Context: an optimization exercise on an open-source flow, tuned for small area. The choices shown serve that exercise and are no tape-out recipe.
The RTL was checked by simulation tests, not by an equivalence proof against the original design.
Power figures rest on the tool's default switching activity, not on a simulated workload.

== the reference run ==
## top
module top(
      clk,
      rst,
      srx_c,
      srx_d,
      pwm_a,
      pwm_b,
      led1,
      led2,
      led3,
      led4,
      led5,
      led6,
      output_switch0,
      output_switch1,
      output_switch2,
      output_switch3,
      output0_from_A,
      output1_from_A,
      output2_from_A,
      output3_from_A,
      output0_from_B,
      output1_from_B,
      output2_from_B,
      output3_from_B,
      sw0,
      sw1,
      sw2,
      reset_CPUA_pad,
      reset_CPUB_pad,
      power_on_A_pad,
      power_on_B_pad,
      GPIO_A,
      GPIO_B
    );
input clk;
input rst;
input srx_c;
input srx_d;
input pwm_a;
input pwm_b;
output led1;
output led2;
output led3;
output led4;
output led5;
output led6;
output GPIO_A;
output GPIO_B;
output sw0;
output sw1;
output sw2;
output reset_CPUA_pad;
output reset_CPUB_pad;
output power_on_A_pad;
output power_on_B_pad;
output [7:0] output_switch0;
output [7:0] output_switch1;
output [7:0] output_switch2;
output [7:0] output_switch3;
input  [7:0] output0_from_A;
input  [7:0] output1_from_A;
input  [7:0] output2_from_A;
input  [7:0] output3_from_A;
input  [7:0] output0_from_B;
input  [7:0] output1_from_B;
  ...
Size: ~510 flip-flops, about 0.021 mm^2 of cells after synthesis.
Settings: LEC_CHECK=0, CAP_MARGIN=20, CORE_MARGIN=2, CORE_UTILIZATION=65, PLACE_DENSITY=0.75, SLEW_MARGIN=20; clock period 8.0 ns.
standard.sh (not shown) runs the stock make flow with config.mk's settings and CLKGATE_MAP_FILE= SYNTH_SCRIPT=/design/flow/synth_recipe.tcl, a recipe that flattens the netlist after the stock synthesis.
==> flow/flow/run.sh <==
#!/bin/bash
# Own layout flow: the standard flow (standard.sh) with two ORFS
# variables changed:
#   - port buffers use the smallest buffer cell (buf_1);
#   - clock tree: clkbuf_4 leaf clusters of at most 10 sinks within 40 um,
#     no dummy loads.
# Everything else (synthesis, floorplan, power grid, taps, routing) is the
# standard flow's. The full make output goes to flow_make.log here.
set -uo pipefail
bash standard.sh \
  "BUFFER_PORTS_ARGS=-buffer_cell sky130_fd_sc_hd__buf_1" \
  "CTS_ARGS=-sink_clustering_enable -repair_clock_nets -dont_use_dummy_load -buf_list sky130_fd_sc_hd__clkbuf_4 -sink_clustering_size 10 -sink_clustering_max_diameter 40" \
  finish > flow_make.log 2>&1
status=$?
tail -n 30 flow_make.log
exit $status
The reference run finished end to end and its layout was clean on timing, DRC and antenna.
Changes in the trial run relative to the reference run:
diff --git a/flow/design.v b/flow/design.v
--- a/flow/design.v
+++ b/flow/design.v
@@ -87,13 +87,13 @@
 assign led2 = ~switch;
 assign GPIO_A = ~switch;
 assign GPIO_B = switch;
 assign led3 = bad_a;
 assign led4 = bad_b;
 assign led5 = ok_r;
-assign led6 = ~debug_mode;
+assign led6 = ndbg_r;
 assign reset_CPUA_pad = reset_A;
 assign reset_CPUB_pad = reset_B;
 assign power_on_A_pad = pwr_A;
 assign power_on_B_pad = pwr_B;
 sc_pulse pulse_a(.clk(clk), .rst(rst), .pwm(pwm_a), .io_n(bad_a));
 sc_pulse pulse_b(.clk(clk), .rst(rst), .pwm(pwm_b), .io_n(bad_b));
@@ -214,17 +214,17 @@
 wire valid = (sum == 8'd0);
 wire g0    = (cls[3:2] == 2'b00);
 wire g1    = (cls[3:2] == 2'b01);
 wire g2    = (cls[3:2] == 2'b10);
 wire condreq = g2 | (g1 & ~cls[0]);
 reg  act;
-reg  ok_r, dbg_r;       
-assign debug_mode = dbg_r;
+reg  ok_r, ndbg_r;      
+assign debug_mode = ~ndbg_r;
 always @(posedge clk)
   if (rst) begin
-    step <= 5'd0; ok_r <= 1'b1; dbg_r <= 1'b0; act <= 1'b0;
+    step <= 5'd0; ok_r <= 1'b1; ndbg_r <= 1'b1; act <= 1'b0;
   end else begin
     act <= 1'b0;
     case (step)
       5'd0, 5'd22:
             step <= ~trig ? 5'd0 : (cnt == 5'd8) ? 5'd1 : 5'd22;
       5'd2: if (hdr[0]) step <= 5'd3;
@@ -232,14 +232,14 @@
       5'd4: if (hdr[1]) step <= 5'd5;
             else begin step <= 5'd21; ok_r <= 1'b0; end
       5'd20: begin
               step <= 5'd22;
               ok_r <= valid;
               act <= valid & (~condreq | (switch ^ cls[1]));
-              if (valid & (cls == 4'b1100)) dbg_r <= 1'b1;
-              if (valid & (cls == 4'b1101)) dbg_r <= 1'b0;
+              if (valid & (cls == 4'b1100)) ndbg_r <= 1'b0;
+              if (valid & (cls == 4'b1101)) ndbg_r <= 1'b1;
             end
       5'd21: step <= 5'd22;
       default: step <= step + 1'b1;
     endcase
   end
 wire force_swi = act & g0;
==> notes.md <==
- Re area overhead of the layout relative to synthesis: the trial run is 0.85 points up on the reference run.
- The trial run reports a higher arrival time at the worst endpoint than the reference run does.
- The trial run against the reference run: clock-net power shows an increase of about 5%; violation count after the first detailed-route iteration shows an increase of 354; combinational power shows a reduction of about 5%; number of sinks handled by clock tree synthesis shows no meaningful change.
- Synthesized area in the trial run vs the reference run: down about 0.8%
- As far as sequential cell area share is concerned, the trial run and the reference run perform about the same.
- The trial run against the reference run: pin count of the biggest net entering global routing down 14, wire length of the first global-routing pass up 1.1%, overall routed net length down 0.71%.


top, a different RTL version from the one above (not shown whole).
Size: roughly 510 flip-flops, about 120 I/O pins, roughly 21,000 sq um of cells after synthesis.
// top
module top(
      clk,
      rst,
      srx_c,
      srx_d,
      pwm_a,
      pwm_b,
      led1,
      led2,
      led3,
      led4,
      led5,
      led6,
      output_switch0,
      output_switch1,
      output_switch2,
      output_switch3,
      output0_from_A,
      output1_from_A,
      output2_from_A,
      output3_from_A,
      output0_from_B,
      output1_from_B,
      output2_from_B,
      output3_from_B,
      sw0,
      sw1,
      sw2,
      reset_CPUA_pad,
      reset_CPUB_pad,
      power_on_A_pad,
      power_on_B_pad,
      GPIO_A,
      GPIO_B
    );
export LEC_CHECK = 0
export CAP_MARGIN = 20
export CORE_MARGIN = 2
export CORE_UTILIZATION = 65
export PLACE_DENSITY = 0.75
export SLEW_MARGIN = 20
create_clock -name core_clock -period 8.0 [get_ports {clk}]
==> flow/flow/run.sh <==
#!/bin/bash
# Own layout flow: the standard flow (standard.sh) with two ORFS
# variables changed:
#   - port buffers use the smallest buffer cell (buf_1);
#   - clock tree: clkbuf_4 leaf clusters of at most 10 sinks, no dummy loads.
# Everything else (synthesis, floorplan, power grid, taps, routing) is the
# standard flow's. The full make output goes to flow_make.log here.
set -uo pipefail
bash standard.sh \
  "BUFFER_PORTS_ARGS=-buffer_cell sky130_fd_sc_hd__buf_1" \
  "CTS_ARGS=-sink_clustering_enable -repair_clock_nets -dont_use_dummy_load -buf_list sky130_fd_sc_hd__clkbuf_4 -sink_clustering_size 10 -sink_clustering_max_diameter 50" \
  finish > flow_make.log 2>&1
status=$?
tail -n 30 flow_make.log
exit $status
The baseline completed with no timing, DRC or antenna violations.
Rerun with:
--- a/flow/design.v
+++ b/flow/design.v
@@ -144,40 +144,42 @@
       if (na > nb) sel <= 1'b0;
       if (na < nb) sel <= 1'b1;
     end
   end
 wire       data_flag = sel ? nz_b : nz_a;
 wire [7:0] byte_in   = head_a | head_b;    
 reg       dfd;
 reg [1:0] cyc;
-reg       popr;
+wire      popr = (cyc == 2'd3);
 assign pop = popr;
 always @(posedge clk)
   if (rst) begin
-    dfd <= 1'b0; cyc <= 2'd0; popr <= 1'b0;
+    dfd <= 1'b0; cyc <= 2'd0;
   end else begin
-    dfd  <= data_flag;
-    popr <= data_flag & cto_d & (cyc == 2'd2);
+    dfd <= data_flag;
     if (data_flag & cto_d)
-      cyc <= (cyc == 2'd2) ? 2'd0 : cyc + 1'b1;
+      cyc <= (cyc == 2'd3) ? 2'd1 : cyc + 1'b1;
+    else if (cyc == 2'd3)
+      cyc <= 2'd0;
   end
 reg  [4:0] cnt;
 reg  [4:0] step;
-reg        crst;
+wire       idle  = (step == 5'd0) | (step == 5'd22);
+wire       crst  = (step == 5'd21) | (step == 5'd22);    
 wire       trig  = cto_d & ~data_flag & dfd;
-wire       start = (step == 5'd0) & trig & (cnt == 5'd8);
+wire       start = idle & trig & (cnt == 5'd8);
 wire       do_wr = popr & ~cnt[4];
 always @(posedge clk)
   if (rst | crst | start) cnt <= 5'd0;
   else if (do_wr) cnt <= cnt + 1'b1;
 reg  [1:0] hdr;     
 reg  [7:0] sum;     
 reg  [3:0] cls;     
-wire       acc = do_wr & (step == 5'd0) & ~crst & ~cnt[3];
+wire       acc = do_wr & (step == 5'd0) & ~cnt[3];
 reg  [3:0] enc;
 always @* begin
   case (byte_in)
     8'h0a: enc = 4'b0000;
     8'h0b: enc = 4'b0001;
     8'hab: enc = 4'b0010;
     8'hba: enc = 4'b0011;
     8'h55: enc = 4'b0100;
@@ -214,61 +216,56 @@
 wire g1    = (cls[3:2] == 2'b01);
 wire g2    = (cls[3:2] == 2'b10);
 wire condreq = g2 | (g1 & ~cls[0]);
 reg  act;
 reg  ok_r, dbg_r;       
 assign debug_mode = dbg_r;
 always @(posedge clk)
   if (rst) begin
-    step <= 5'd0; crst <= 1'b0; ok_r <= 1'b1; dbg_r <= 1'b0; act <= 1'b0;
+    step <= 5'd0; ok_r <= 1'b1; dbg_r <= 1'b0; act <= 1'b0;
   end else begin
     act <= 1'b0;
     case (step)
-      5'd0: begin
-              crst <= trig & (cnt != 5'd8);
-              if (trig & (cnt == 5'd8)) step <= 5'd1;
-            end
+      5'd0, 5'd22:
+            step <= ~trig ? 5'd0 : (cnt == 5'd8) ? 5'd1 : 5'd22;
       5'd2: if (hdr[0]) step <= 5'd3;
-            else begin step <= 5'd21; crst <= 1'b1; ok_r <= 1'b0; end
+            else begin step <= 5'd21; ok_r <= 1'b0; end
       5'd4: if (hdr[1]) step <= 5'd5;
-            else begin step <= 5'd21; crst <= 1'b1; ok_r <= 1'b0; end
+            else begin step <= 5'd21; ok_r <= 1'b0; end
       5'd20: begin
-              step <= 5'd0;
-              crst <= 1'b1;
+              step <= 5'd22;
               ok_r <= valid;
               act <= valid & (~condreq | (switch ^ cls[1]));
               if (valid & (cls == 4'b1100)) dbg_r <= 1'b1;
               if (valid & (cls == 4'b1101)) dbg_r <= 1'b0;
             end
-      5'd21: step <= 5'd0;
+      5'd21: step <= 5'd22;
       default: step <= step + 1'b1;
     endcase
   end
 wire force_swi = act & g0;
 wire cmd_swi   = cls[0];
 wire reset_a_flag = act & ((g0 & cls[1]) | (g2 & ~cls[1]));
 wire reset_b_flag = act & ((g0 & cls[1]) | (g2 & cls[1]));
 reg  act_d;              
 wire fpc_A  = act & g1 & ~cls[1];
 wire fpc_B  = act & g1 & cls[1];
 wire fda    = act_d & g1 & ~cls[1];
 wire fdb    = act_d & g1 & cls[1];
 wire cpw_A  = cls[0];
 wire cpw_B  = cls[0];
 localparam [13:0] RST_HIT = 14'b01100001001011;    
-reg        rsa, rsb, dlk;
+reg        rsa, rsb;
 reg [13:0] kc;           
-wire       eq_k   = (kc == (RST_HIT ^ PM14));
-wire       done_k = eq_k | dlk;
+wire       done_k = (kc == (RST_HIT ^ PM14));
 assign reset_A = rsa;
 assign reset_B = rsb;
 always @(posedge clk) begin
   kc  <= ((rst | ~(rsa | rsb)) ? 14'd0 : lfsr14(kc ^ PM14)) ^ PM14;
-  dlk <= ~rst & eq_k;
 end
 always @(posedge clk)
   if (rst) begin
     rsa <= 1'b0; rsb <= 1'b0;
   end else begin
     if (done_k) rsa <= 1'b0; else if (reset_a_flag) rsa <= 1'b1;
     if (done_k) rsb <= 1'b0; else if (reset_b_flag) rsb <= 1'b1;
   end
The changed run ran to the end with no violations.
Register-to-register slack gets worse by 0.41 ns.
Combinational power barely changes.
Non-clock buffer count falls by 1.
Final cell count hardly moves.
Synthesized area hardly moves.
Power fell slightly.
Clock skew increases by 0.025 ns.

separate check: timing with driven ports:
The flow's constraints put no driver on any port. The routed layouts listed below were extracted and timed again, unchanged, in two steps. Step 1: set_driving_cell puts a clkbuf_16 on clk and a buf_2 on each other input, an assumption about the parent block. Step 2 adds t to the input delays and takes it off the output delays; t is the mean of the earliest and latest rising clock arrival at the registers after step 1. Input paths then give back, and output paths get back, about the clock's delay inside the block. Slacks: ideal / step 1 / step 2; pairs: ideal / step 1.
| run | t, ns | slack for setup (ns) | latest minus earliest clock arrival (ns) |
|---|---|---|---|
| the reference run | 0.786 | 3.620 / 3.620 / 3.620 | 0.062 / 0.062 |
| the trial run | 0.728 | 3.461 / 3.461 / 3.461 | 0.091 / 0.090 |
| the first run of note 2 | 0.805 | 3.906 / 3.906 / 3.906 | 0.072 / 0.072 |
| the second run of note 2 | 0.754 | 3.495 / 3.495 / 3.495 | 0.097 / 0.097 |
After both steps every run listed still meets setup and hold.
